This design comes from an exercise in tuning for small area on the open sky130 flow, not from production work. The RTL was checked by simulation tests, not by an equivalence proof against the original design. No activity file was given, so power comes from the tool's default toggle rates.

==> design.v <==
module mb_slave(
	input  clk,
	input  rst_n,
	input  uart_rxd,
	output uart_txd
);
reg  [7:0]   pos;         
reg  [255:0] ring;        
reg  [15:0]  cring;       
reg          bw;          
reg  [8:0]   t;           
reg  [3:0]   b;           
reg  [3:0]   n;           
reg          act;         
reg          tx;          
reg          clr;         
reg          txo;         
reg          ok;          
reg          nxt;         
wire rxd = uart_rxd;
wire b9      = b[3] & b[0];
wire b0      = ~b[3] & ~b[2] & ~b[1] & ~b[0];
wire databit = ~b9 & ~b0;                      
wire t_end   = t[8] & t[7] & t[5] & t[4] & (tx ? t[1] : t[0]);  
wire win     = t[8] ^ t[7];                    
wire cend    = act & b9 & (tx ? t_end : (t[8] & t[5]));
wire ring_out = ring[255];
wire c_out    = cring[15];
wire x    = ~(n[0] ^ tx) ^ b[3];
wire eqc  = (pos[3:0] == {x, b[2:0]});              
wire eqr  = c_out & (pos[7:3] == {n[1], x, b[2:0]});  
wire n01   = ~n[3] & ~n[2] & ~n[1];
wire n23   = ~n[3] & ~n[2] &  n[1];
wire n4    = ~n[3] &  n[2] & ~n[1] & ~n[0];
wire n5    = ~n[3] &  n[2] & ~n[1] &  n[0];
wire n7    = ~n[3] &  n[2] &  n[1] &  n[0];
wire ndata = (~n[3] & n[2] & n[1]) | (n[3] & ~n[2] & ~n[1]);   
wire nval  = n[3] & n[2];                                       
wire fend  = tx ? (~n[3] & n[0]) : (n[3] & n[1] & n[0]);
wire rd    = nxt;
wire go_tx = ~tx & ok & rd & n7;
wire freeze = ~tx & ~ok & n5;                  
wire dwin0 = t[8] & ~t[7] & ~t[6] & ~t[5] & ~t[4];    
wire dwin1 = t[8] & ~t[7] & ~t[6] & ~t[5] &  t[4];    
wire ph1   = (pos[3:0] == 4'd1);
wire skipc = act & freeze & b9 & ph1;
wire trig  = skipc & dwin0;
wire zd    = skipc & dwin1 & bw;               
wire bwe   = bw | trig;
wire cload = n23 & databit & win & eqc;
wire rbld  = n4 & ok & databit & win;          
wire rmatch = (b == 4'd1) ? (pos[0] == rxd) :
              (b == 4'd2) ? (c_out & (pos[1] == rxd)) :
              (b == 4'd3) ? (c_out & (pos[2] == rxd)) : (c_out & ~rxd);
wire wen   = ~tx & ok & ~rd & ndata & databit & win & eqr;
wire fen   = nval & databit & win & eqr;
always @(posedge clk) begin
	pos   <= pos + 8'd1;
	ring  <= {ring[254:0], clr ? 1'b0 : (wen ? rxd : ring_out)};
	cring <= {cring[14:0], cload ? rxd : rbld ? rmatch : (c_out ^ bwe)};
	bw    <= bwe & ~c_out;
end
always @(posedge clk or negedge rst_n)
	if (!rst_n) begin
		act <= 1'b0;
		tx  <= 1'b0;
		clr <= 1'b1;
		txo <= 1'b1;
	end else begin
		clr <= clr & rxd;
		if (!act)
			act <= ~rxd;
		else if (cend & (tx ? fend : ~go_tx))
			act <= 1'b0;
		if (cend)
			tx <= tx ? ~fend : go_tx;
		if (!tx)
			txo <= 1'b1;
		else if (t_end)
			txo <= b9 | (databit & (nxt | (n == 4'd11 && b == 4'd3)));
	end
always @(posedge clk) begin
	t <= (act & ~t_end & ~cend) ? t + 9'd1 : 9'd0;
	if (!act | cend)
		b <= 4'd0;
	else if (t_end)
		b <= b + 4'd1;
	if (clr)
		n <= 4'd0;
	else if (cend)
		n <= fend ? 4'd0 : (freeze ? n : n + 4'd1);
	else if (zd)
		n <= n | 4'b1011;
	if (n == 4'd0 && b0 && win)
		ok <= 1'b1;
	else if (n01 && databit && win)
		ok <= ok & (rxd == (n[0] & (b == 4'd1)));
	if (fen)
		nxt <= ring_out;
	else if (tx & t_end)
		nxt <= 1'b0;
	else if (n5 && databit && win) begin
		if (b == 4'd1) nxt <= rxd;
		if (b == 4'd2) nxt <= nxt & rxd;
	end
end
assign uart_txd = txo;
endmodule
==> flow/run.sh <==
#!/bin/bash
# Own flow: the standard layout (standard.sh) with one change to synthesis:
# the combinational logic is mapped by ABC with an area-oriented script and
# without the half-adder mapping. Flip-flops are mapped exactly as in the
# standard synthesis (synth_recipe.tcl is sourced unchanged), so register names
# and cell types are the standard synthesis's.
set -euo pipefail
W=$(pwd)

cat > "$W/area.abc" <<'EOT'
strash
dch -f
map -a
topo
EOT

cat > "$W/area_synth.tcl" <<EOT
proc abc {args} {
  set out {}
  set skip 0
  foreach a \$args {
    if {\$skip} { set skip 0; continue }
    if {\$a eq "-script" || \$a eq "-D" || \$a eq "-constr"} { set skip 1; continue }
    lappend out \$a
  }
  yosys abc {*}\$out -script $W/area.abc
}
source $W/synth_recipe.tcl
EOT

sed -e "s#SYNTH_SCRIPT=[^ ]*#SYNTH_SCRIPT=$W/area_synth.tcl ADDER_MAP_FILE=#" "$W/standard.sh" > "$W/area_standard.sh"
grep -q "SYNTH_SCRIPT=$W/area_synth.tcl" "$W/area_standard.sh"

# Clock tree without dummy loads; one small buffer on each port.
export CTS_ARGS="-sink_clustering_enable -repair_clock_nets -dont_use_dummy_load -buf_list sky130_fd_sc_hd__clkbuf_4 -sink_clustering_size 10 -sink_clustering_max_diameter 30"
export BUFFER_PORTS_ARGS="-buffer_cell sky130_fd_sc_hd__buf_1"

bash "$W/area_standard.sh" > "$W/flow_make.log" 2>&1
test -f "$W/out/final.def"
==> standard.sh <==
#!/bin/bash
# synth_recipe.tcl (not shown) runs the flow's synth.tcl, then flattens the netlist and writes it again
# the make line also repeats each setting of config.mk as NAME=value (left out here)
make -C /OpenROAD-flow-scripts/flow DESIGN_CONFIG=/design/flow/config.mk WORK_HOME=/design/flow/orfs CLKGATE_MAP_FILE= SYNTH_SCRIPT=/design/flow/synth_recipe.tcl "${@:-finish}"
==> config.mk <==
export PLATFORM = sky130hd
export DESIGN_NAME = mb_slave
export DESIGN_NICKNAME = mb_slave
export VERILOG_FILES = /design/flow/design.v
export SDC_FILE = /design/flow/constraint.sdc
export NUM_CORES = 4
export LEC_CHECK = 0
export CAP_MARGIN = 20
export CORE_MARGIN = 2
export CORE_UTILIZATION = 60
export CTS_BUF_LIST = sky130_fd_sc_hd__clkbuf_8
export CTS_CLUSTER_DIAMETER = 50
export CTS_CLUSTER_SIZE = 18
export PLACE_DENSITY = 0.75
export SLEW_MARGIN = 20
==> constraint.sdc <==
create_clock -name core_clock -period 20.0 [get_ports {clk}]
set_input_delay 4.0000 -clock core_clock [delete_from_list [all_inputs] [get_ports {clk}]]
set_output_delay 4.0000 -clock core_clock [all_outputs]
set_load 0.01 [all_outputs]
==> results.sh, run 1 <==
export IMPL_status="no timing/DRC/antenna violations"
export IMPL_synth_adder_area_share=0
export IMPL_rr_worst_depth=10
export IMPL_synth_xor_area_share=0.00740
export IMPL_grt_max_degree=12
export IMPL_synth_edf_count=1
export IMPL_post_cts_buffers=0
export IMPL_worstMarginPinSlew_ns=0.495
export IMPL_drv_slew=0
export IMPL_cts_sinks=304
export IMPL_ys_ff_latch=304
export IMPL_clockBufferDepth=3
export IMPL_num_io_pins=4
export IMPL_viasPerCell=4.76
export IMPL_die_h_um=113
export IMPL_yosys_warnings=1
export IMPL_areaGrowthSynthToFinish_pct=7.15
export IMPL_drt_initial_drc_count=134
export IMPL_clockRootBuffer="clkbuf_4"
export IMPL_dieWidth_um=113
export IMPL_hold_viol_final=0
export IMPL_grt_pass1_wl_um=15800
export IMPL_worstSetupEndpointType="primary output"
export IMPL_synth_top_family_by_area="simple AND/OR/NAND/NOR gates"
export IMPL_synth_compound_area_frac=0.0336
export IMPL_synth_mux_area_frac=0
export IMPL_ir_drop_mv=0.0716
export IMPL_core_um2=11500
export IMPL_gp_congestion=0.866
export IMPL_antenna_found_initial=1
export IMPL_drt_wirelength_per_cell_um=13.1
export IMPL_required_ns=16.00
export IMPL_dieArea_um2=12700
export IMPL_place_inst=664
export IMPL_hpwl_um=5590
export IMPL_cp_arrival_ns=1.22
export IMPL_whs_ns=0.273
export IMPL_synth_top_area_cell="dfxtp_1"
export IMPL_synthFlopType="dfxtp_1"
export IMPL_drv_cap=0
export IMPL_fin_crit_ns=5.22
export IMPL_power_density_nw_per_um2=124
export IMPL_fin_crit_sh=0.261
export IMPL_grt_overflow=0
export IMPL_syn_avg_cell_area_um2=13.7
export IMPL_syn_nets=521
export IMPL_place_ws_ns=14.82
export IMPL_netlist_instances=518
export IMPL_synth_common_cells="dfxtp_1, nor2_1, clkinv_1"
export IMPL_crit_buf_inv=1
export IMPL_clk_pin_slew_worst_paths_ns=0.09
export IMPL_leakage_nw=2.97
export IMPL_rsz0062_at_grt="false"
export IMPL_synth_most_common_cell="dfxtp_1"
export IMPL_clk_insertion_delay_late_ns=0.60
export IMPL_path_class="flip-flop to primary output"
export IMPL_num_rows=39
export IMPL_cts_tree="done"
export IMPL_fin_cells=707
export IMPL_syn_area_um2=7110
export IMPL_finalWorstSetupSlack_ns=14.78
export IMPL_clock_skew_final_ns=0.0467
export IMPL_synth_seq_area_share=0.861
export IMPL_detail_route_antenna_nets=0
export IMPL_yosys_area_share_simple=0.0762
export IMPL_grt_use_total=0.156
export IMPL_drcViolationCount=0
export IMPL_grt_pass1_vias=3359
export IMPL_crit_fanout=2
export IMPL_post_route_cells_drive_above_1_share=0.0817
export IMPL_io_buffer_count=3
export IMPL_async_flop_share=0.0132
export IMPL_netlist_area_leader_share=0.842
export IMPL_hp_class="flip-flop to flip-flop"
export IMPL_fin_area_um2=7610
export IMPL_hold_depth=0
export IMPL_utilization=0.664
export IMPL_ys_types=27
export IMPL_nets=568
export IMPL_cts_max_level=2
export IMPL_num_vias=3366
export IMPL_initial_core_util=0.620
export IMPL_placement_cell_area_um2=7300
export IMPL_crit_slowest_cell="dfstp_2"
export IMPL_synth_area_leaders="dfxtp_1, nor2_1, clkinv_1"
export IMPL_cp_cell_sequence="buf_1"
export IMPL_path_delay_family="flip-flops"
export IMPL_start_kind="flip-flop"
export IMPL_drt_wl_total_um=9290
export IMPL_slew_headroom=0.667
export IMPL_drtPass1Iterations=4
export IMPL_numCtsBuffers=42
export IMPL_cts_hold_buffers=0
export IMPL_max_stage_delay_ns=0.52
export IMPL_setup_viol=0
export IMPL_ctsResizeCount=0
export IMPL_finalSetupTns_ns=0
export IMPL_fmax_ghz=0.191
export IMPL_p_total_uw=943
export IMPL_path_depth=1
-- sequential cells by signal, summed over array words and instances, names as in the netlist, 4 cells and up --
name	count
b	4
cring	16
pos	8
ring	256
n	4
t	9
-- report_power, final --
part | switching, mW | internal (mW) | leakage (nW)
registers | 0.0107 | 0.618 | 2.47
clock network | 0.167 | 0.0968 | 0.193
logic | 0.0321 | 0.0179 | 0.313
-- cells by family (layout without fill, tap and decap cells) --
group,after synthesis,in the layout
flip-flops,304,304
AND/OR/NAND/NOR,126,126
AO/OA/AOI/OAI,41,41
buffers and inverters,41,86
XOR/XNOR,6,6
other,0,1
-- layout make-up --
class / instances / area [µm²]
inverters: 41 / 154
clock buffers: 42 / 315
repair buffers: 3 / 11.3
well taps: 143 / 179
multi-input cells: 173 / 833
fillers: 809 / 3850
flip-flops and latches: 304 / 6120
diodes: 1 / 2.50
-- placed cells by master (no fill, tap or decap), types with 2 or more instances in the layout --
cell type	instances
dfxtp_1	299
clkbuf_4	42
xor2_1	5
nand3_1	2
buf_1	3
nand4_1	8
dfstp_2	2
o21ai_0	6
o22ai_1	3
o31ai_1	2
nor4_1	2
clkinv_1	41
dfrtp_1	2
nand2_1	31
nor2_1	57
a31oi_1	2
nor3_1	23
a21oi_1	22
-- final timing paths --
check / start / to / slack (ns)
max: txo / uart_txd / 14.78
min: ring[128] / ring[129] / 0.27
max reg2reg: tx / nxt / 17.46
min reg2reg: ring[128] / ring[129] / 0.27
max in group asynchronous: rst_n / txo / 16.51
min in group asynchronous: rst_n / act / 3.24
-- metal layers --
metal	routed length [µm]	GRT usage	up-vias
li1	-	-	1748
met1	4850	0.226	1522
met5	0	0	-
met2	3690	0.210	67
met3	424	0.0487	29
met4	320	0.0854	0
==> inputs of run 2 (changes only) <==
--- a/design.v
+++ b/design.v
@@ -23,7 +23,7 @@
 wire databit = ~b9 & ~b0;                      
 wire t_end   = t[8] & t[7] & t[5] & t[4] & (tx ? t[1] : t[0]);  
 wire win     = t[8] ^ t[7];                    
-wire cend    = act & b9 & (tx ? t_end : (t[8] & t[5]));
+wire cend    = act & b9 & (tx ? t_end : (t[8] & t[7]));
 wire ring_out = ring[255];
 wire c_out    = cring[15];
 wire x    = ~(n[0] ^ tx) ^ b[3];
@@ -80,7 +80,7 @@
 			txo <= b9 | (databit & (nxt | (n == 4'd11 && b == 4'd3)));
 	end
 always @(posedge clk) begin
-	t <= (act & ~t_end & ~cend) ? t + 9'd1 : 9'd0;
+	t <= (act & ~t_end) ? t + 9'd1 : 9'd0;
 	if (!act | cend)
 		b <= 4'd0;
 	else if (t_end)
==> results.sh, run 2 <==
export IMPL_r2r_end="nxt"
export IMPL_crit_slowest_cell="dfstp_2"
export IMPL_clk_insertion_delay_late_ns=0.59
export IMPL_numCtsBuffers=41
export IMPL_finalSetupTns_ns=0
export IMPL_min_from="ring[194]"
export IMPL_num_vias=3392
export IMPL_antenna_found_initial=1
export IMPL_yosys_warnings=1
export IMPL_drv_slew=0
export IMPL_grt_pass1_wl_um=15600
export IMPL_hold_depth=0
export IMPL_hp_class="flip-flop to flip-flop"
export IMPL_grt_max_degree=11
export IMPL_gp_congestion=0.896
export IMPL_rr_worst_depth=9
export IMPL_netlist_area_leader_share=0.842
export IMPL_layout_common_cells="dfxtp_1, nor2_1, clkbuf_4"
export IMPL_whs_ns=0.301
export IMPL_synth_common_cells="dfxtp_1, nor2_1, clkinv_1"
export IMPL_drtPass1Iterations=4
export IMPL_dieWidth_um=113
export IMPL_grt_use_total=0.152
export IMPL_slew_headroom=0.634
export IMPL_regMostFlops="ring"
export IMPL_cts_sinks=304
export IMPL_detail_route_antenna_nets=0
export IMPL_drt_wl_total_um=9080
export IMPL_path_class="flip-flop to primary output"
export IMPL_power_density_nw_per_um2=114
export IMPL_grt_pass1_vias=3339
export IMPL_hold_viol_final=0
export IMPL_path_delay_family="flip-flops"
export IMPL_viasPerCell=4.83
export IMPL_cts_hold_buffers=0
export IMPL_utilization=0.663
export IMPL_num_io_pins=4
export IMPL_drv_cap=0
export IMPL_drcViolationCount=0
export IMPL_cts_tree="done"
export IMPL_async_flop_share=0.0132
export IMPL_crit_fanout=2
export IMPL_initial_core_util=0.620
export IMPL_syn_area_um2=7110
export IMPL_start_kind="flip-flop"
export IMPL_cts_max_level=2
export IMPL_post_cts_buffers=0
export IMPL_netlist_instances=515
export IMPL_fin_crit_sh=0.259
export IMPL_met1_length_um=4660
export IMPL_met3_length_um=493
export IMPL_ys_types=27
export IMPL_fmax_ghz=0.193
export IMPL_post_route_cells_drive_above_1_share=0.0805
export IMPL_met2_length_um=3690
export IMPL_synth_most_common_cell="dfxtp_1"
export IMPL_largest_register_ffs=256
export IMPL_rsz0062_at_grt="false"
export IMPL_worstHoldEndpoint="ring[195]"
export IMPL_timing_reg2reg_setup_slack_ns=17.49
export IMPL_reg2reg_from="tx"
export IMPL_ir_drop_mv=0.0812
export IMPL_fin_crit_ns=5.19
export IMPL_clockRootBuffer="clkbuf_4"
export IMPL_setup_viol=0
export IMPL_crit_buf_inv=1
export IMPL_hpwl_um=5380
export IMPL_die_h_um=113
export IMPL_top_layer="met4"
export IMPL_cp_arrival_ns=1.19
export IMPL_dieArea_um2=12700
export IMPL_max_stage_delay_ns=0.53
export IMPL_syn_nets=518
export IMPL_ys_ff_latch=304
export IMPL_leakage_nw=3.02
export IMPL_synthFlopType="dfxtp_1"
export IMPL_synth_area_leaders="dfxtp_1, nor2_1, clkinv_1"
export IMPL_worstSetupEndpointType="primary output"
export IMPL_grt_overflow=0
export IMPL_nets=564
export IMPL_drt_wirelength_per_cell_um=12.9
export IMPL_synth_seq_area_share=0.861
export IMPL_reg_top3="ring x256, cring x16, t x9"
export IMPL_worstMarginPinSlew_ns=0.545
export IMPL_status="no timing/DRC/antenna violations"
export IMPL_clk_pin_slew_worst_paths_ns=0.09
export IMPL_areaGrowthSynthToFinish_pct=7.04
export IMPL_drt_initial_drc_count=184
export IMPL_core_um2=11500
export IMPL_io_buffer_count=3
export IMPL_synth_edf_count=1
export IMPL_clock_skew_final_ns=0.0759
export IMPL_clockBufferDepth=3
export IMPL_cp_cell_sequence="buf_1"
export IMPL_synth_top_area_cell="dfxtp_1"
export IMPL_required_ns=16.00
export IMPL_ctsResizeCount=0
export IMPL_layout_cells_most_common="dfxtp_1"
export IMPL_num_rows=39
export IMPL_syn_avg_cell_area_um2=13.8
[run 2: cell types whose count changed after synthesis, sizes merged, moves of 2 or more]
cell	delta
nor2	-5
o21ai	+7
o31ai	-2
xor2	+3
nand4	-4
a21oi	-5
[run 2: how the worst max path moves through the flow]
stage,startpoint,to,cells past startpoint
finish,txo,uart_txd,1
global route,txo,uart_txd,1
CTS,txo,uart_txd,1
global placement,uart_rxd,cring[0],7
floorplan,uart_rxd,cring[0],6
detailed placement,uart_rxd,cring[0],7
[run 2: layer usage]
layer | GRT usage | up-vias
met5 | 0 | -
met3 | 0.0471 | 28
met1 | 0.221 | 1549
li1 | - | 1738
met2 | 0.208 | 77
met4 | 0.0740 | 0
[run 2: metrics by stage]
step	area [µm²]	cells	power, mW	worst slack [ns]
detailed placement	7300	661	0.623	14.71
finish	7610	703	0.869	14.81
CTS	7600	702	0.882	14.78
floorplan	7110	515	0.622	15.13
global placement	7300	661	0.623	14.75
global route	7610	703	0.906	14.76
[run 2: final cells by class]
| class | instances | area (µm²) |
|---|---|---|
| sequential | 304 | 6120 |
| fill | 843 | 3860 |
| multi-input combinational | 171 | 837 |
| clock buffer | 41 | 308 |
| tap | 143 | 179 |
| inverter | 40 | 150 |
| timing repair buffer | 3 | 11.3 |
| antenna | 1 | 2.50 |
[run 2: power by group]
group | internal, mW | leakage (nW) | switching, mW
combinational | 0.000903 | 0.362 | 0.00195
clock | 0.0945 | 0.189 | 0.165
sequential | 0.606 | 2.46 | 0.000435
[run 2: logic make-up (layout without fill, tap and decap cells)]
family / count (synthesis) / after routing / share of synthesized area
other cells: 0 / 1 / 0
flops: 304 / 304 / 0.861
simple gates: 118 / 118 / 0.0703
buf+inv: 40 / 84 / 0.0211
xor+xnor: 8 / 8 / 0.00986
compound gates: 45 / 45 / 0.0377
==> inputs of run 3 (changes only) <==
--- a/flow/run.sh
+++ b/flow/run.sh
@@ -9,8 +9,13 @@
 
 cat > "$W/area.abc" <<'EOT'
 strash
+dc2
 dch -f
-map -a
+amap
+strash
+dc2
+dch -f
+amap
 topo
 EOT
 
==> results.sh, run 3 <==
export IMPL_syn_avg_cell_area_um2=14.5
export IMPL_hp_class="flip-flop to flip-flop"
export IMPL_path_depth=1
export IMPL_antenna_found_initial=0
export IMPL_gp_congestion=0.898
export IMPL_post_route_cells_drive_above_1_share=0.0817
export IMPL_rr_worst_depth=9
export IMPL_grt_pass1_vias=3267
export IMPL_required_ns=16.00
export IMPL_path_class="flip-flop to primary output"
export IMPL_clk_insertion_delay_late_ns=0.55
export IMPL_die_h_um=112
export IMPL_leakage_nw=2.92
export IMPL_synth_top_area_cell="dfxtp_1"
export IMPL_cts_tree="done"
export IMPL_nets=531
export IMPL_layout_common_cells="dfxtp_1, nor2_1, clkbuf_4"
export IMPL_antenna_cells=0
export IMPL_placement_cell_area_um2=7200
export IMPL_worstMarginPinSlew_ns=0.540
export IMPL_utilization=0.658
export IMPL_n_fill_cell=837
export IMPL_fin_crit_ns=5.16
export IMPL_path_delay_family="flip-flops"
export IMPL_ctsResizeCount=0
export IMPL_crit_slowest_cell="dfstp_2"
export IMPL_cts_max_level=2
export IMPL_drtPass1Iterations=4
export IMPL_post_cts_buffers=0
export IMPL_fin_crit_sh=0.258
export IMPL_async_flop_share=0.0132
export IMPL_setup_viol=0
export IMPL_syn_area_um2=7010
export IMPL_detail_route_antenna_nets=0
export IMPL_crit_fanout=2
export IMPL_synth_most_common_cell="dfxtp_1"
export IMPL_initial_core_util=0.614
export IMPL_max_stage_delay_ns=0.52
export IMPL_areaGrowthSynthToFinish_pct=7.10
export IMPL_clockBufferDepth=3
export IMPL_grt_pass1_wl_um=15500
export IMPL_netlist_instances=482
export IMPL_num_io_pins=4
export IMPL_synth_edf_count=1
export IMPL_drv_cap=0
export IMPL_drt_wirelength_per_cell_um=13.7
export IMPL_finalSetupTns_ns=0
export IMPL_largest_register_ffs=256
export IMPL_core_um2=11400
export IMPL_fin_area_um2=7510
export IMPL_fin_cells=669
export IMPL_synth_seq_area_share=0.873
export IMPL_timing_reg2reg_setup_slack_ns=17.29
export IMPL_numCtsBuffers=41
export IMPL_drt_initial_drc_count=193
export IMPL_clk_pin_slew_worst_paths_ns=0.08
export IMPL_viasPerCell=4.90
export IMPL_clockRootBuffer="clkbuf_4"
export IMPL_worstSetupEndpointType="primary output"
export IMPL_clock_skew_final_ns=0.0561
export IMPL_hold_depth=0
export IMPL_synth_common_cells="dfxtp_1, nor2_1, clkinv_1"
export IMPL_finalWorstSetupSlack_ns=14.84
export IMPL_num_rows=39
export IMPL_drt_wl_total_um=9160
export IMPL_place_inst=628
export IMPL_ir_drop_mv=0.0712
export IMPL_layout_cells_most_common="dfxtp_1"
export IMPL_status="no timing/DRC/antenna violations"
export IMPL_synth_area_leaders="dfxtp_1, nor2_1, clkinv_1"
export IMPL_netlist_area_leader_share=0.854
export IMPL_cts_hold_buffers=0
export IMPL_grt_use_total=0.152
export IMPL_ys_types=36
export IMPL_hpwl_um=5520
export IMPL_whs_ns=0.277
export IMPL_grt_overflow=0
export IMPL_dieWidth_um=112
export IMPL_p_total_uw=896
export IMPL_reg_top3="ring x256, cring x16, t x9"
export IMPL_ys_ff_latch=304
export IMPL_place_ws_ns=14.93
export IMPL_regMostFlops="ring"
export IMPL_grt_max_degree=11
export IMPL_syn_nets=485
export IMPL_synthFlopType="dfxtp_1"
export IMPL_crit_buf_inv=1
export IMPL_rsz0062_at_grt="false"
export IMPL_yosys_warnings=1
export IMPL_cp_cell_sequence="buf_1"
export IMPL_dieArea_um2=12600
export IMPL_power_density_nw_per_um2=119
export IMPL_cts_sinks=304
export IMPL_drv_slew=0
export IMPL_fmax_ghz=0.194
export IMPL_num_vias=3280
export IMPL_cp_arrival_ns=1.16
export IMPL_start_kind="flip-flop"
export IMPL_slew_headroom=0.637
export IMPL_hold_viol_final=0
export IMPL_drcViolationCount=0
export IMPL_io_buffer_count=3
-- run 3: cell count changes after synthesis, moves of 5 or more --
| cell | previous run | this run |
|---|---|---|
| clkinv_1 | 40 | 29 |
| nand2_1 | 32 | 20 |
| nor3_1 | 24 | 11 |
| a211oi_1 | 0 | 5 |
| nor2_1 | 52 | 45 |
| xor2_1 | 8 | 0 |
| a21oi_1 | 17 | 8 |
-- run 3: layout make-up --
type,instances,area (µm²),area share
flip-flops and latches,304,6120,0.815
multi-input cells,149,783,0.104
clock buffers,41,308,0.0410
well taps,143,179,0.0238
inverters,29,109,0.0145
repair buffers,3,11.3,0.00150
-- run 3: power breakdown --
group | internal (mW) | switching, mW
sequential | 0.614 | 0.00616
clock | 0.0948 | 0.164
combinational | 0.00679 | 0.0113
-- run 3: path summary, 6_finish.rpt --
path | startpoint | endpoint
setup / recovery | txo | uart_txd
hold / removal | ring[161] | ring[162]
setup reg to reg | tx | nxt
hold reg to reg | ring[161] | ring[162]
max in group asynchronous | rst_n | txo
min in group asynchronous | rst_n | act
-- run 3: cell families after synthesis --
| family | share of synthesized area |
|---|---|
| buffers and inverters | 0.0155 |
| AO/OA/AOI/OAI | 0.0493 |
| flip-flops | 0.873 |
| AND/OR/NAND/NOR | 0.0625 |
-- run 3: metal layers --
layer  global-route usage  part of all wire  up-vias
li1                     -                 -     1674
met1                0.214              0.49     1513
met2                0.222              0.44       74
met3               0.0410             0.048       19
met4               0.0675             0.021        0
met5                    0                 0        -
==> inputs of run 4 (changes only) <==
--- a/flow/run.sh
+++ b/flow/run.sh
@@ -9,11 +9,9 @@
 
 cat > "$W/area.abc" <<'EOT'
 strash
-dc2
-dch -f
-amap
-strash
-dc2
+&get -n
+&deepsyn -T 60
+&put
 dch -f
 amap
 topo
==> results.sh, run 4 <==
export IMPL_required_ns=16.00
export IMPL_path_class="flip-flop to primary output"
export IMPL_numCtsBuffers=40
export IMPL_hold_depth=0
export IMPL_finalWorstSetupSlack_ns=14.82
export IMPL_yosys_warnings=1
export IMPL_seq_area_um2=6120
export IMPL_hpwl_um=5380
export IMPL_drv_slew=0
export IMPL_fin_crit_sh=0.259
export IMPL_num_vias=3232
export IMPL_fmax_ghz=0.193
export IMPL_synthFlopType="dfxtp_1"
export IMPL_p_int_uw=698
export IMPL_post_route_cells_drive_above_1_share=0.0789
export IMPL_p_total_uw=864
export IMPL_grt_overflow=0
export IMPL_synth_edf_count=1
export IMPL_cp_cell_sequence="buf_1"
export IMPL_netlist_instances=489
export IMPL_drt_wl_total_um=9000
export IMPL_grt_pass1_wl_um=15700
export IMPL_n_fill_cell=857
export IMPL_rsz0062_at_grt="false"
export IMPL_cts_sinks=304
export IMPL_reg_top3="ring x256, cring x16, t x9"
export IMPL_layout_common_cells="dfxtp_1, nor2_1, clkbuf_4"
export IMPL_pwr_share_clk=0.298
export IMPL_clk_pin_slew_worst_paths_ns=0.10
export IMPL_clockRootBuffer="clkbuf_4"
export IMPL_syn_avg_cell_area_um2=14.3
export IMPL_synth_top_area_cell="dfxtp_1"
export IMPL_drt_initial_drc_count=152
export IMPL_post_cts_buffers=0
export IMPL_syn_nets=492
export IMPL_detail_route_antenna_nets=0
export IMPL_netlist_area_leader_share=0.854
export IMPL_path_delay_family="flip-flops"
export IMPL_slew_headroom=0.382
export IMPL_gp_congestion=0.887
export IMPL_worstSetupEndpointType="primary output"
export IMPL_areaGrowthSynthToFinish_pct=7.00
export IMPL_viasPerCell=4.79
export IMPL_power_frac_comb=0.001
export IMPL_grt_max_degree=11
export IMPL_synth_common_cells="dfxtp_1, nor2_1, clkinv_1"
export IMPL_ctsResizeCount=0
export IMPL_syn_area_um2=7010
export IMPL_drtPass1Iterations=4
export IMPL_rr_worst_depth=9
export IMPL_min_from="ring[142]"
export IMPL_clock_skew_final_ns=0.0851
export IMPL_synth_most_common_cell="dfxtp_1"
export IMPL_core_um2=11400
export IMPL_hp_class="flip-flop to flip-flop"
export IMPL_async_flop_share=0.0132
export IMPL_regMostFlops="ring"
export IMPL_crit_slowest_cell="dfstp_2"
export IMPL_start_kind="flip-flop"
export IMPL_max_stage_delay_ns=0.52
export IMPL_drv_cap=0
export IMPL_synth_seq_area_share=0.873
export IMPL_multiInputGateArea_um2=763
export IMPL_leakage_nw=2.88
export IMPL_fin_crit_ns=5.18
export IMPL_clockBufferDepth=3
export IMPL_largest_register_ffs=256
export IMPL_die_h_um=112
export IMPL_cts_max_level=2
export IMPL_layout_cells_most_common="dfxtp_1"
export IMPL_nets=537
export IMPL_drt_wirelength_per_cell_um=13.3
export IMPL_power_density_nw_per_um2=115
export IMPL_ir_drop_mv=0.0845
export IMPL_ys_types=27
export IMPL_setup_viol=0
export IMPL_antenna_found_initial=0
export IMPL_place_ws_ns=15.03
export IMPL_initial_core_util=0.614
export IMPL_io_buffer_count=3
export IMPL_grt_use_total=0.156
export IMPL_grt_pass1_vias=3378
export IMPL_status="no timing/DRC/antenna violations"
export IMPL_ys_ff_latch=304
export IMPL_path_depth=1
export IMPL_cts_tree="done"
export IMPL_seqPwrFrac=0.701
export IMPL_finalSetupTns_ns=0
export IMPL_crit_path_start="txo"
export IMPL_num_rows=39
export IMPL_worstMarginPinSlew_ns=0.904
export IMPL_clk_insertion_delay_late_ns=0.59
export IMPL_crit_buf_inv=1
export IMPL_hold_viol_final=0
export IMPL_cp_arrival_ns=1.18
export IMPL_reg2reg_from="tx"
export IMPL_num_io_pins=4
export IMPL_cts_hold_buffers=0
export IMPL_synth_area_leaders="dfxtp_1, nor2_1, clkinv_1"
export IMPL_p_sw_uw=166
export IMPL_crit_fanout=2
export IMPL_antenna_cells=0
export IMPL_dieArea_um2=12600
export IMPL_dieWidth_um=112
export IMPL_sw_frac_of_total=0.192
export IMPL_drcViolationCount=0
run 4: changes by cell type in the layout (fill, tap and decap cells not counted), moves of 3 or more:
cell / previous run / this run
a31oi_1: 2 / 5
a21oi_1: 8 / 11
clkinv_1: 29 / 33
nor2_1: 45 / 50
run 4: final cells by class:
type | instances | share of cell area
sequential | 304 | 0.816
multi-input combinational | 152 | 0.102
clock buffer | 40 | 0.0401
tap | 143 | 0.0239
inverter | 33 | 0.0165
timing repair buffer | 3 | 0.00150
run 4: cells by family after synthesis:
group / share of synthesized area
DFF: 0.873
and+or+nand+nor: 0.0595
buffers and inverters: 0.0177
AOI/OAI and AO/OA: 0.0495
run 4: stage by stage:
stage | util | instances | hold WS, ns | area (µm²)
global route | 0.656 | 675 | 0.292 | 7500
finish | 0.656 | 675 | 0.297 | 7500
detailed placement | 0.630 | 635 | 0.312 | 7200
CTS | 0.656 | 675 | 0.298 | 7500
global placement | 0.630 | 635 | 0.311 | 7200
floorplan | - | 489 | 0.310 | 7010
run 4: final timing paths:
kind                              to  slack (ns)
setup / recovery            uart_txd       14.82
hold / removal             ring[143]        0.30
setup reg to reg            cring[0]       17.44
hold reg to reg            ring[143]        0.30
max in group asynchronous        clr       16.45
min in group asynchronous        act        3.29
run 4: power groups by stage:
stage | Sequential [mW] | Clock, mW | Combinational [mW]
global placement | 0.620 | 0 | 0.000792
CTS | 0.606 | 0.270 | 0.000855
floorplan | 0.620 | 0 | 0.000384
detailed placement | 0.620 | 0 | 0.000853
global route | 0.606 | 0.297 | 0.00101
finish | 0.606 | 0.258 | 0.000847
run 4: layer usage:
layer	vias to the layer above	routed length (µm)	track usage
li1	1673	-	-
met1	1490	4670	0.225
met2	50	3730	0.213
met3	19	414	0.0491
met4	0	193	0.0813
met5	-	0	0
==> inputs of run 5 (changes only) <==
--- a/flow/run.sh
+++ b/flow/run.sh
@@ -9,11 +9,8 @@
 
 cat > "$W/area.abc" <<'EOT'
 strash
-&get -n
-&deepsyn -T 60
-&put
 dch -f
-amap
+map -a
 topo
 EOT
 
@@ -35,7 +32,7 @@
 grep -q "SYNTH_SCRIPT=$W/area_synth.tcl" "$W/area_standard.sh"
 
 # Clock tree without dummy loads; one small buffer on each port.
-export CTS_ARGS="-sink_clustering_enable -repair_clock_nets -dont_use_dummy_load -buf_list sky130_fd_sc_hd__clkbuf_4 -sink_clustering_size 10 -sink_clustering_max_diameter 30"
+export CTS_ARGS="-sink_clustering_enable -repair_clock_nets -dont_use_dummy_load -buf_list sky130_fd_sc_hd__clkbuf_4 -sink_clustering_size 12 -sink_clustering_max_diameter 32"
 export BUFFER_PORTS_ARGS="-buffer_cell sky130_fd_sc_hd__buf_1"
 
 bash "$W/area_standard.sh" > "$W/flow_make.log" 2>&1
==> results.sh, run 5 <==
export IMPL_crit_buf_inv=1
export IMPL_grt_pass1_wl_um=15600
export IMPL_layout_cells_most_common="dfxtp_1"
export IMPL_synth_most_common_cell="dfxtp_1"
export IMPL_cp_arrival_ns=1.19
export IMPL_initial_core_util=0.620
export IMPL_fin_crit_sh=0.260
export IMPL_async_flop_share=0.0132
export IMPL_drv_slew=0
export IMPL_drt_initial_drc_count=188
export IMPL_r2r_end="nxt"
export IMPL_post_cts_buffers=0
export IMPL_io_buffer_count=3
export IMPL_worstSetupEndpointType="primary output"
export IMPL_clockRootBuffer="clkbuf_4"
export IMPL_grt_pass1_vias=3308
export IMPL_cts_max_level=2
export IMPL_drt_wl_total_um=9110
export IMPL_place_inst=661
export IMPL_clk_insertion_delay_late_ns=0.59
export IMPL_grt_max_degree=13
export IMPL_clk_pin_slew_worst_paths_ns=0.10
export IMPL_num_io_pins=4
export IMPL_fmax_ghz=0.193
export IMPL_synth_seq_area_share=0.861
export IMPL_drcViolationCount=0
export IMPL_detail_route_antenna_nets=0
export IMPL_status="no timing/DRC/antenna violations"
export IMPL_fin_area_um2=7590
export IMPL_die_h_um=113
export IMPL_power_density_nw_per_um2=114
export IMPL_ys_ff_latch=304
export IMPL_num_rows=39
export IMPL_max_stage_delay_ns=0.52
export IMPL_rsz0062_at_grt="false"
export IMPL_drt_wirelength_per_cell_um=13.0
export IMPL_crit_fanout=2
export IMPL_p_total_uw=864
export IMPL_top_layer="met4"
export IMPL_fin_cells=701
export IMPL_netlist_area_leader_share=0.842
export IMPL_n_fill_cell=850
export IMPL_core_um2=11500
export IMPL_slew_headroom=0.634
export IMPL_rr_worst_depth=9
export IMPL_dieArea_um2=12700
export IMPL_num_vias=3354
export IMPL_required_ns=16.00
export IMPL_crit_slowest_cell="dfstp_2"
export IMPL_syn_avg_cell_area_um2=13.8
export IMPL_path_delay_family="flip-flops"
export IMPL_cts_hold_buffers=0
export IMPL_antenna_found_initial=1
export IMPL_areaGrowthSynthToFinish_pct=6.83
export IMPL_dieWidth_um=113
export IMPL_ys_types=27
export IMPL_finalSetupTns_ns=0
export IMPL_reg_top3="ring x256, cring x16, t x9"
export IMPL_hp_class="flip-flop to flip-flop"
export IMPL_setup_viol=0
export IMPL_ir_drop_mv=0.0723
export IMPL_fin_crit_ns=5.19
export IMPL_finalWorstSetupSlack_ns=14.81
export IMPL_layout_common_cells="dfxtp_1, nor2_1, clkinv_1"
export IMPL_whs_ns=0.255
export IMPL_largest_register_ffs=256
export IMPL_start_kind="flip-flop"
export IMPL_cts_sinks=304
export IMPL_viasPerCell=4.78
export IMPL_placement_cell_area_um2=7300
export IMPL_netlist_instances=515
export IMPL_cp_cell_sequence="buf_1"
export IMPL_utilization=0.662
export IMPL_reg2reg_from="tx"
export IMPL_hold_viol_final=0
export IMPL_synth_edf_count=1
export IMPL_synth_area_leaders="dfxtp_1, nor2_1, clkinv_1"
export IMPL_hpwl_um=5380
export IMPL_timing_reg2reg_setup_slack_ns=17.46
export IMPL_nets=562
export IMPL_hold_depth=0
export IMPL_min_from="ring[55]"
export IMPL_worstHoldEndpoint="ring[56]"
export IMPL_numCtsBuffers=39
export IMPL_syn_nets=518
export IMPL_synthFlopType="dfxtp_1"
export IMPL_path_class="flip-flop to primary output"
export IMPL_ctsResizeCount=0
export IMPL_met3_length_um=475
export IMPL_clock_skew_final_ns=0.0670
export IMPL_drv_cap=0
export IMPL_seq_area_um2=6120
export IMPL_syn_area_um2=7110
export IMPL_cts_tree="done"
export IMPL_grt_use_total=0.152
export IMPL_drtPass1Iterations=4
export IMPL_place_ws_ns=14.71
export IMPL_met2_length_um=3650
export IMPL_leakage_nw=3.01
export IMPL_post_route_cells_drive_above_1_share=0.0772
export IMPL_synth_common_cells="dfxtp_1, nor2_1, clkinv_1"
export IMPL_grt_overflow=0
export IMPL_yosys_warnings=1
export IMPL_multiInputGateArea_um2=837
export IMPL_clockBufferDepth=3
export IMPL_worstMarginPinSlew_ns=0.545
export IMPL_regMostFlops="ring"
export IMPL_gp_congestion=0.896
export IMPL_met1_length_um=4760
export IMPL_synth_top_area_cell="dfxtp_1"
-- run 5: changes by cell type after synthesis, moves of 6 or more --
| cell | previous run | this run |
|---|---|---|
| nand2_1 | 21 | 32 |
| a21oi_1 | 11 | 17 |
| a211oi_1 | 6 | 0 |
| nor3_1 | 11 | 24 |
| clkinv_1 | 33 | 40 |
| xor2_1 | 0 | 8 |
-- run 5: worst max path at each step --
stage | slack (ns) | depth (start not counted) | from | endpoint
after detailed placement | 14.71 | 7 | uart_rxd | cring[0]
after global routing | 14.76 | 1 | txo | uart_txd
after global placement | 14.75 | 7 | uart_rxd | cring[0]
after floorplan | 15.13 | 6 | uart_rxd | cring[0]
after CTS | 14.78 | 1 | txo | uart_txd
final | 14.81 | 1 | txo | uart_txd
-- run 5: final cells by class --
cell class / count / area share
sequential: 304 / 0.806
tap: 143 / 0.0236
multi-input combinational: 171 / 0.110
timing repair buffer: 3 / 0.00148
inverter: 40 / 0.0198
clock buffer: 39 / 0.0386
antenna: 1 / 0.000330
-- run 5: kinds of logic (layout without fill, tap and decap cells) --
group	after synthesis	count (layout)	share of synthesized area
AO/OA/AOI/OAI	45	45	0.0377
XOR/XNOR	8	8	0.00986
buffers and inverters	40	82	0.0211
flip-flops	304	304	0.861
other	0	1	0
AND/OR/NAND/NOR	118	118	0.0703
-- run 5: where the power goes --
group	total (mW)	switching (mW)	internal [mW]
logic	0.00290	0.00200	0.000902
clock network	0.255	0.165	0.0899
registers	0.606	0.000440	0.606
total	0.864	0.167	0.697
-- run 5: routing by layer --
layer | GRT usage | vias up
li1 | - | 1738
met2 | 0.207 | 73
met1 | 0.222 | 1516
met4 | 0.0748 | 0
met5 | 0 | -
met3 | 0.0455 | 27
==> inputs of run 6 (changes only) <==
--- a/flow/run.sh
+++ b/flow/run.sh
@@ -32,7 +32,7 @@
 grep -q "SYNTH_SCRIPT=$W/area_synth.tcl" "$W/area_standard.sh"
 
 # Clock tree without dummy loads; one small buffer on each port.
-export CTS_ARGS="-sink_clustering_enable -repair_clock_nets -dont_use_dummy_load -buf_list sky130_fd_sc_hd__clkbuf_4 -sink_clustering_size 12 -sink_clustering_max_diameter 32"
+export CTS_ARGS="-sink_clustering_enable -repair_clock_nets -dont_use_dummy_load -buf_list sky130_fd_sc_hd__clkbuf_16 -sink_clustering_size 32 -sink_clustering_max_diameter 60"
 export BUFFER_PORTS_ARGS="-buffer_cell sky130_fd_sc_hd__buf_1"
 
 bash "$W/area_standard.sh" > "$W/flow_make.log" 2>&1
==> results.sh, run 6 <==
export IMPL_n_fill_cell=821
export IMPL_io_buffer_count=3
export IMPL_placement_cell_area_um2=7300
export IMPL_cts_tree="done"
export IMPL_yosys_area_share_simple=0.0703
export IMPL_synth_adder_area_share=0
export IMPL_synth_xor_area_share=0.00986
export IMPL_max_stage_delay_ns=0.53
export IMPL_ir_drop_mv=0.107
export IMPL_seqPwrFrac=0.676
export IMPL_slew_headroom=0.634
export IMPL_pwr_share_clk=0.321
export IMPL_drt_wl_total_um=9090
export IMPL_drcViolationCount=0
export IMPL_synth_common_cells="dfxtp_1, nor2_1, clkinv_1"
export IMPL_drv_slew=0
export IMPL_reg2reg_from="tx"
export IMPL_cp_cell_sequence="buf_1"
export IMPL_core_um2=11500
export IMPL_viasPerCell=4.74
export IMPL_finalWorstSetupSlack_ns=14.89
export IMPL_syn_avg_cell_area_um2=13.8
export IMPL_required_ns=16.00
export IMPL_detail_route_antenna_nets=0
export IMPL_largest_register_ffs=256
export IMPL_cts_max_level=1
export IMPL_drt_initial_drc_count=167
export IMPL_crit_slowest_cell="dfstp_2"
export IMPL_path_delay_family="flip-flops"
export IMPL_rsz0062_at_grt="false"
export IMPL_crit_path_start="txo"
export IMPL_fin_crit_ns=5.11
export IMPL_synth_edf_count=1
export IMPL_yosys_warnings=1
export IMPL_synth_top_area_cell="dfxtp_1"
export IMPL_drt_wirelength_per_cell_um=13.5
export IMPL_path_class="flip-flop to primary output"
export IMPL_layout_cells_most_common="dfxtp_1"
export IMPL_worstMarginPinSlew_ns=0.545
export IMPL_cts_sinks=304
export IMPL_synth_compound_area_frac=0.0377
export IMPL_die_h_um=113
export IMPL_num_vias=3200
export IMPL_p_sw_uw=164
export IMPL_ctsResizeCount=0
export IMPL_post_cts_buffers=0
export IMPL_initial_core_util=0.620
export IMPL_power_frac_comb=0.003
export IMPL_syn_area_um2=7110
export IMPL_start_kind="flip-flop"
export IMPL_clk_pin_slew_worst_paths_ns=0.11
export IMPL_crit_fanout=2
export IMPL_setup_viol=0
export IMPL_reg_top3="ring x256, cring x16, t x9"
export IMPL_gp_congestion=0.896
export IMPL_hold_viol_final=0
export IMPL_min_from="ring[1]"
export IMPL_drv_cap=0
export IMPL_cp_arrival_ns=1.11
export IMPL_fin_crit_sh=0.255
export IMPL_fin_area_um2=7650
export IMPL_synth_seq_area_share=0.861
export IMPL_num_rows=39
export IMPL_worstSetupEndpointType="primary output"
export IMPL_synth_top_family_by_area="simple AND/OR/NAND/NOR gates"
export IMPL_status="no timing/DRC/antenna violations"
export IMPL_numCtsBuffers=14
export IMPL_fmax_ghz=0.196
export IMPL_clock_skew_final_ns=0.0463
export IMPL_grt_pass1_wl_um=15200
export IMPL_hpwl_um=5380
export IMPL_antenna_found_initial=0
export IMPL_synth_most_common_cell="dfxtp_1"
export IMPL_p_int_uw=733
export IMPL_synthFlopType="dfxtp_1"
export IMPL_netlist_instances=515
export IMPL_drtPass1Iterations=4
export IMPL_netlist_area_leader_share=0.842
export IMPL_grt_use_total=0.147
export IMPL_syn_nets=518
export IMPL_crit_buf_inv=1
export IMPL_ys_ff_latch=304
export IMPL_async_flop_share=0.0132
export IMPL_finalSetupTns_ns=0
export IMPL_whs_ns=0.280
export IMPL_power_density_nw_per_um2=117
export IMPL_synth_mux_area_frac=0
export IMPL_synth_area_leaders="dfxtp_1, nor2_1, clkinv_1"
export IMPL_antenna_cells=0
export IMPL_regMostFlops="ring"
export IMPL_ys_types=27
export IMPL_num_io_pins=4
export IMPL_dieArea_um2=12700
export IMPL_nets=537
export IMPL_hp_class="flip-flop to flip-flop"
export IMPL_post_route_cells_drive_above_1_share=0.0338
export IMPL_layout_common_cells="dfxtp_1, nor2_1, clkinv_1"
export IMPL_clk_insertion_delay_late_ns=0.48
export IMPL_sw_frac_of_total=0.183
export IMPL_clockRootBuffer="clkbuf_16"
export IMPL_leakage_nw=3.00
export IMPL_cts_hold_buffers=0
export IMPL_grt_pass1_vias=3082
export IMPL_clockBufferDepth=3
export IMPL_dieWidth_um=113
export IMPL_areaGrowthSynthToFinish_pct=7.61
export IMPL_grt_overflow=0
export IMPL_place_ws_ns=14.71
export IMPL_grt_max_degree=33
[run 6: cell type report]
class                      instances  area, µm²  area share
tap                              143        179      0.0234
timing repair buffer               3       11.3     0.00147
clock buffer                      14        350      0.0458
sequential                       304       6120       0.800
multi-input combinational        171        837       0.109
inverter                          40        150      0.0196
[run 6: power by group through the flow]
stage	logic [mW]	clock network, mW	registers (mW)
floorplan	0.00184	0	0.620
global placement	0.00284	0	0.620
detailed placement	0.00286	0	0.620
CTS	0.00286	0.297	0.606
global route	0.00319	0.317	0.607
finish	0.00293	0.288	0.606
[run 6: logic make-up after synthesis]
group | Yosys count
flip-flops | 304
AND/OR/NAND/NOR | 118
AO/OA/AOI/OAI | 45
buffers and inverters | 40
XOR/XNOR | 8
[run 6: path summary, 6_finish.rpt]
kind                       depth (start not counted)  slack (ns)        to
setup / recovery                                   1       14.89  uart_txd
setup reg to reg                                   9       17.43       nxt
min in group asynchronous                          1        3.38       act
hold / removal                                     0        0.28   ring[2]
max in group asynchronous                          1       16.38       clr
hold reg to reg                                    0        0.28   ring[2]
[run 6: metal layers]
metal  wire [µm]  global-route usage  vias up
met5           0                   0        -
met4         276              0.0472        0
met3         337              0.0279       16
met2        3730               0.217       42
met1        4740               0.222     1467
li1            -                   -     1675
[run 6: through the flow]
stage          power, mW  utilization  cells
6_report           0.898        0.667    675
5_1_grt            0.927        0.667    675
4_1_cts            0.906        0.667    675
3_5_place_dp       0.623        0.636    661
3_3_place_gp       0.623        0.636    661
2_1_floorplan      0.622            -    515
==> inputs of run 7 (changes only) <==
--- a/flow/run.sh
+++ b/flow/run.sh
@@ -32,7 +32,7 @@
 grep -q "SYNTH_SCRIPT=$W/area_synth.tcl" "$W/area_standard.sh"
 
 # Clock tree without dummy loads; one small buffer on each port.
-export CTS_ARGS="-sink_clustering_enable -repair_clock_nets -dont_use_dummy_load -buf_list sky130_fd_sc_hd__clkbuf_16 -sink_clustering_size 32 -sink_clustering_max_diameter 60"
+export CTS_ARGS="-sink_clustering_enable -repair_clock_nets -dont_use_dummy_load -buf_list sky130_fd_sc_hd__clkbuf_8 -sink_clustering_size 20 -sink_clustering_max_diameter 40"
 export BUFFER_PORTS_ARGS="-buffer_cell sky130_fd_sc_hd__buf_1"
 
 bash "$W/area_standard.sh" > "$W/flow_make.log" 2>&1
==> results.sh, run 7 <==
export IMPL_yosys_warnings=1
export IMPL_io_buffer_count=3
export IMPL_synth_edf_count=1
export IMPL_worstSetupEndpointType="primary output"
export IMPL_hold_depth=0
export IMPL_drv_slew=0
export IMPL_cp_cell_sequence="buf_1"
export IMPL_antenna_cells=0
export IMPL_nets=550
export IMPL_crit_fanout=2
export IMPL_placement_cell_area_um2=7300
export IMPL_path_delay_family="flip-flops"
export IMPL_clockBufferDepth=3
export IMPL_slew_headroom=0.633
export IMPL_num_io_pins=4
export IMPL_leakage_nw=3.02
export IMPL_worstMarginPinSlew_ns=0.547
export IMPL_fin_cells=688
export IMPL_cp_arrival_ns=1.18
export IMPL_numCtsBuffers=27
export IMPL_syn_area_um2=7110
export IMPL_regMostFlops="ring"
export IMPL_num_rows=39
export IMPL_cts_max_level=1
export IMPL_syn_avg_cell_area_um2=13.8
export IMPL_drt_initial_drc_count=175
export IMPL_drt_wirelength_per_cell_um=13.0
export IMPL_setup_viol=0
export IMPL_whs_ns=0.268
export IMPL_ys_ff_latch=304
export IMPL_p_total_uw=894
export IMPL_layout_cells_most_common="dfxtp_1"
export IMPL_synth_seq_area_share=0.861
export IMPL_cts_hold_buffers=0
export IMPL_clockRootBuffer="clkbuf_8"
export IMPL_gp_congestion=0.896
export IMPL_fin_crit_sh=0.259
export IMPL_grt_use_total=0.144
export IMPL_grt_overflow=0
export IMPL_required_ns=16.00
export IMPL_async_flop_share=0.0132
export IMPL_initial_core_util=0.620
export IMPL_core_um2=11500
export IMPL_rsz0062_at_grt="false"
export IMPL_finalSetupTns_ns=0
export IMPL_crit_buf_inv=1
export IMPL_rr_worst_depth=9
export IMPL_drtPass1Iterations=4
export IMPL_max_stage_delay_ns=0.54
export IMPL_fin_crit_ns=5.18
export IMPL_antenna_found_initial=0
export IMPL_clk_insertion_delay_late_ns=0.52
export IMPL_reg_top3="ring x256, cring x16, t x9"
export IMPL_clock_skew_final_ns=0.0533
export IMPL_fmax_ghz=0.193
export IMPL_viasPerCell=4.74
export IMPL_crit_slowest_cell="dfstp_2"
export IMPL_path_class="flip-flop to primary output"
export IMPL_ys_types=27
export IMPL_hp_class="flip-flop to flip-flop"
export IMPL_cts_tree="done"
export IMPL_netlist_instances=515
export IMPL_ctsResizeCount=0
export IMPL_syn_nets=518
export IMPL_detail_route_antenna_nets=0
export IMPL_hold_viol_final=0
export IMPL_synth_area_leaders="dfxtp_1, nor2_1, clkinv_1"
export IMPL_synth_common_cells="dfxtp_1, nor2_1, clkinv_1"
export IMPL_start_kind="flip-flop"
export IMPL_die_h_um=113
export IMPL_hpwl_um=5380
export IMPL_num_vias=3264
export IMPL_largest_register_ffs=256
export IMPL_status="no timing/DRC/antenna violations"
export IMPL_ir_drop_mv=0.0906
export IMPL_grt_max_degree=21
export IMPL_synth_most_common_cell="dfxtp_1"
export IMPL_utilization=0.669
export IMPL_clk_pin_slew_worst_paths_ns=0.10
export IMPL_power_density_nw_per_um2=117
export IMPL_grt_pass1_vias=3173
export IMPL_drv_cap=0
export IMPL_synth_top_area_cell="dfxtp_1"
export IMPL_areaGrowthSynthToFinish_pct=7.91
export IMPL_place_inst=661
export IMPL_cts_sinks=304
export IMPL_netlist_area_leader_share=0.842
export IMPL_drcViolationCount=0
export IMPL_dieArea_um2=12700
export IMPL_post_cts_buffers=0
export IMPL_path_depth=1
export IMPL_post_route_cells_drive_above_1_share=0.0569
export IMPL_finalWorstSetupSlack_ns=14.82
export IMPL_place_ws_ns=14.71
export IMPL_layout_common_cells="dfxtp_1, nor2_1, clkinv_1"
export IMPL_dieWidth_um=113
export IMPL_synthFlopType="dfxtp_1"
export IMPL_grt_pass1_wl_um=15100
export IMPL_fin_area_um2=7670
export IMPL_drt_wl_total_um=8950
[run 7: area by class of cell]
cell class / count / area, µm²
repair buffers: 3 / 11.3
fillers: 834 / 3800
multi-input cells: 171 / 837
well taps: 143 / 179
clock buffers: 27 / 372
inverters: 40 / 150
flip-flops and latches: 304 / 6120
[run 7: cells by family after synthesis]
| group | Yosys count | share of synthesized area |
|---|---|---|
| XOR/XNOR | 8 | 0.00986 |
| buffers and inverters | 40 | 0.0211 |
| AO/OA/AOI/OAI | 45 | 0.0377 |
| AND/OR/NAND/NOR | 118 | 0.0703 |
| flip-flops | 304 | 0.861 |
[run 7: path summary, 6_finish.rpt]
check	from	endpoint	slack [ns]
worst min register to register	ring[51]	ring[52]	0.27
min in group asynchronous	rst_n	act	3.31
worst min-delay path	ring[51]	ring[52]	0.27
max in group asynchronous	rst_n	clr	16.45
worst max-delay path	txo	uart_txd	14.82
worst max register to register	tx	nxt	17.46
[run 7: where the power goes]
part           switching (mW)  total, mW  leakage, nW  internal, mW
combinational         0.00198    0.00288        0.362      0.000902
clock                   0.165      0.285        0.194         0.120
sequential           0.000432      0.606         2.46         0.606
[run 7: metal layers]
| metal | vias up | wire, µm | GRT usage | part of all wire |
|---|---|---|---|---|
| met3 | 16 | 408 | 0.0284 | 0.046 |
| met2 | 57 | 3590 | 0.202 | 0.40 |
| li1 | 1697 | - | - | - |
| met5 | - | 0 | 0 | 0 |
| met4 | 0 | 208 | 0.0537 | 0.023 |
| met1 | 1494 | 4750 | 0.221 | 0.53 |
==> inputs of run 8 (changes only) <==
--- a/flow/run.sh
+++ b/flow/run.sh
@@ -32,7 +32,7 @@
 grep -q "SYNTH_SCRIPT=$W/area_synth.tcl" "$W/area_standard.sh"
 
 # Clock tree without dummy loads; one small buffer on each port.
-export CTS_ARGS="-sink_clustering_enable -repair_clock_nets -dont_use_dummy_load -buf_list sky130_fd_sc_hd__clkbuf_8 -sink_clustering_size 20 -sink_clustering_max_diameter 40"
+export CTS_ARGS="-sink_clustering_enable -repair_clock_nets -dont_use_dummy_load -buf_list sky130_fd_sc_hd__clkbuf_2 -sink_clustering_size 7 -sink_clustering_max_diameter 25"
 export BUFFER_PORTS_ARGS="-buffer_cell sky130_fd_sc_hd__buf_1"
 
 bash "$W/area_standard.sh" > "$W/flow_make.log" 2>&1
==> results.sh, run 8 <==
export IMPL_status="no timing/DRC/antenna violations"
export IMPL_largest_register_ffs=256
export IMPL_drt_wl_total_um=9380
export IMPL_finalSetupTns_ns=0
export IMPL_netlist_instances=515
export IMPL_core_um2=11500
export IMPL_cts_hold_buffers=0
export IMPL_syn_avg_cell_area_um2=13.8
export IMPL_start_kind="flip-flop"
export IMPL_clk_insertion_delay_late_ns=0.74
export IMPL_rsz0062_at_grt="false"
export IMPL_synth_most_common_cell="dfxtp_1"
export IMPL_clockBufferDepth=3
export IMPL_min_from="ring[42]"
export IMPL_post_route_cells_drive_above_1_share=0.105
export IMPL_cts_sinks=304
export IMPL_detail_route_antenna_nets=0
export IMPL_utilization=0.661
export IMPL_drv_cap=0
export IMPL_grt_pass1_vias=3463
export IMPL_grt_max_degree=16
export IMPL_required_ns=16.00
export IMPL_dieArea_um2=12700
export IMPL_post_cts_buffers=0
export IMPL_setup_viol=0
export IMPL_syn_area_um2=7110
export IMPL_worstMarginPinSlew_ns=0.537
export IMPL_netlist_area_leader_share=0.842
export IMPL_ys_types=27
export IMPL_cp_cell_sequence="buf_1"
export IMPL_clk_pin_slew_worst_paths_ns=0.11
export IMPL_rr_worst_depth=9
export IMPL_initial_core_util=0.620
export IMPL_p_total_uw=857
export IMPL_yosys_warnings=1
export IMPL_numCtsBuffers=56
export IMPL_synth_area_leaders="dfxtp_1, nor2_1, clkinv_1"
export IMPL_drv_slew=0
export IMPL_power_density_nw_per_um2=113
export IMPL_slew_headroom=0.640
export IMPL_reg_top3="ring x256, cring x16, t x9"
export IMPL_io_buffer_count=3
export IMPL_synth_seq_area_share=0.861
export IMPL_antenna_found_initial=1
export IMPL_drcViolationCount=0
export IMPL_synth_common_cells="dfxtp_1, nor2_1, clkinv_1"
export IMPL_ys_ff_latch=304
export IMPL_num_rows=39
export IMPL_synth_top_area_cell="dfxtp_1"
export IMPL_path_delay_family="flip-flops"
export IMPL_dieWidth_um=113
export IMPL_max_stage_delay_ns=0.54
export IMPL_fin_crit_sh=0.267
export IMPL_viasPerCell=4.77
export IMPL_leakage_nw=3.06
export IMPL_regMostFlops="ring"
export IMPL_cp_arrival_ns=1.34
export IMPL_reg2reg_from="tx"
export IMPL_layout_cells_most_common="dfxtp_1"
export IMPL_drtPass1Iterations=4
export IMPL_worstHoldEndpoint="ring[43]"
export IMPL_gp_congestion=0.896
export IMPL_r2r_end="nxt"
export IMPL_cts_max_level=2
export IMPL_timing_reg2reg_setup_slack_ns=17.43
export IMPL_grt_use_total=0.156
export IMPL_fin_cells=718
export IMPL_fin_crit_ns=5.34
export IMPL_drt_wirelength_per_cell_um=13.1
export IMPL_drt_initial_drc_count=147
export IMPL_n_fill_cell=861
export IMPL_synthFlopType="dfxtp_1"
export IMPL_areaGrowthSynthToFinish_pct=6.66
export IMPL_ctsResizeCount=0
export IMPL_grt_pass1_wl_um=16000
export IMPL_synth_edf_count=1
export IMPL_cts_tree="done"
export IMPL_ir_drop_mv=0.0822
export IMPL_hold_viol_final=0
export IMPL_path_class="flip-flop to primary output"
export IMPL_layout_common_cells="dfxtp_1, clkbuf_2, nor2_1"
export IMPL_num_vias=3428
export IMPL_grt_overflow=0
export IMPL_clockRootBuffer="clkbuf_2"
export IMPL_hpwl_um=5380
export IMPL_fmax_ghz=0.187
export IMPL_worstSetupEndpointType="primary output"
export IMPL_die_h_um=113
export IMPL_place_inst=661
export IMPL_clock_skew_final_ns=0.106
export IMPL_crit_buf_inv=1
export IMPL_crit_fanout=2
export IMPL_num_io_pins=4
export IMPL_nets=579
export IMPL_hold_depth=0
export IMPL_async_flop_share=0.0132
export IMPL_crit_slowest_cell="dfstp_2"
export IMPL_hp_class="flip-flop to flip-flop"
export IMPL_syn_nets=518
run 8: cell counts after synthesis:
Identical to the previous run, type by type.
run 8: through the flow:
step | instance area [µm²] | setup slack, ns | hold WS (ns)
floorplan | 7110 | 15.13 | 0.310
global placement | 7300 | 14.75 | 0.313
detailed placement | 7300 | 14.71 | 0.312
CTS | 7580 | 14.62 | 0.209
global route | 7580 | 14.60 | 0.226
finish | 7580 | 14.66 | 0.244
run 8: worst max-delay path by stage:
stage | start | to | slack [ns] | cells past startpoint
5_1_grt | txo | uart_txd | 14.60 | 1
6_report | txo | uart_txd | 14.66 | 1
3_3_place_gp | uart_rxd | cring[0] | 14.75 | 7
4_1_cts | txo | uart_txd | 14.62 | 1
2_1_floorplan | uart_rxd | cring[0] | 15.13 | 6
3_5_place_dp | uart_rxd | cring[0] | 14.71 | 7
run 8: cell type report:
cell class	instances	area (µm²)	area share
Sequential cell	304	6120	0.807
Antenna cell	1	2.50	0.000330
Tap cell	143	179	0.0236
Multi-Input combinational cell	171	837	0.110
Timing Repair Buffer	3	11.3	0.00149
Clock buffer	56	280	0.0370
Inverter	40	150	0.0198
run 8: report_power, final:
part	internal (mW)	switching (mW)
Combinational	0.000903	0.00197
Sequential	0.606	0.000437
Clock	0.0725	0.176
run 8: kinds of logic after synthesis:
kind of cell,count (synthesis),share of synthesized area
flip-flops,304,0.861
XOR/XNOR,8,0.00986
buffers and inverters,40,0.0211
AND/OR/NAND/NOR,118,0.0703
AO/OA/AOI/OAI,45,0.0377
run 8: per-layer routing:
layer  wire length (µm)  global-route usage  vias up
met1               4870               0.222     1562
met5                  0                   0        -
met4                167              0.0772        0
li1                   -                   -     1773
met3                458              0.0530       18
met2               3880               0.213       75

port drivers added, routing unchanged:
Ports are ideal in the flow. The routed layouts listed here were re-timed in OpenROAD. Step 1 (the two cells are an assumption about what drives the block):
set clk [get_ports {clk}]
set_driving_cell -lib_cell sky130_fd_sc_hd__clkbuf_16 $clk
set_driving_cell -lib_cell sky130_fd_sc_hd__buf_2 [delete_from_list [all_inputs] $clk]
Step 2 adds t to the input delays and takes it off the output delays; t is the mean of the earliest and latest rising clock arrival at the registers after step 1. Input paths then give back, and output paths get back, about the clock's delay inside the block. a / b / c = ideal ports / drivers / drivers and shift; a / b = the first two.
run | t (ns) | slack for setup (ns) | worst hold slack (ns) | slew at the worst register clock pin (ns) | cell pins on the clock port's net
run 1 | 0.601 | 14.777 / 14.747 / 14.767 | 0.273 / 0.273 / 0.273 | 0.10 / 0.10 | 1
run 2 | 0.589 | 14.811 / 14.777 / 14.670 | 0.301 / 0.301 / 0.301 | 0.10 / 0.10 | 1
run 3 | 0.565 | 14.835 / 14.802 / 14.879 | 0.277 / 0.277 / 0.277 | 0.10 / 0.10 | 1
run 4 | 0.578 | 14.825 / 14.794 / 14.979 | 0.297 / 0.297 / 0.297 | 0.10 / 0.10 | 1
run 5 | 0.593 | 14.807 / 14.773 / 14.664 | 0.255 / 0.255 / 0.255 | 0.12 / 0.12 | 1
run 6 | 0.490 | 14.892 / 14.856 / 14.708 | 0.280 / 0.280 / 0.280 | 0.11 / 0.11 | 1
run 7 | 0.539 | 14.822 / 14.791 / 14.669 | 0.268 / 0.268 / 0.268 | 0.10 / 0.10 | 1
run 8 | 0.729 | 14.661 / 14.627 / 14.625 | 0.244 / 0.244 / 0.244 | 0.12 / 0.12 | 1
After both steps every run listed still meets setup and hold. The setup slack of run 6, which loses most, moves by -0.036 ns with the drivers and by -0.184 ns with both steps.
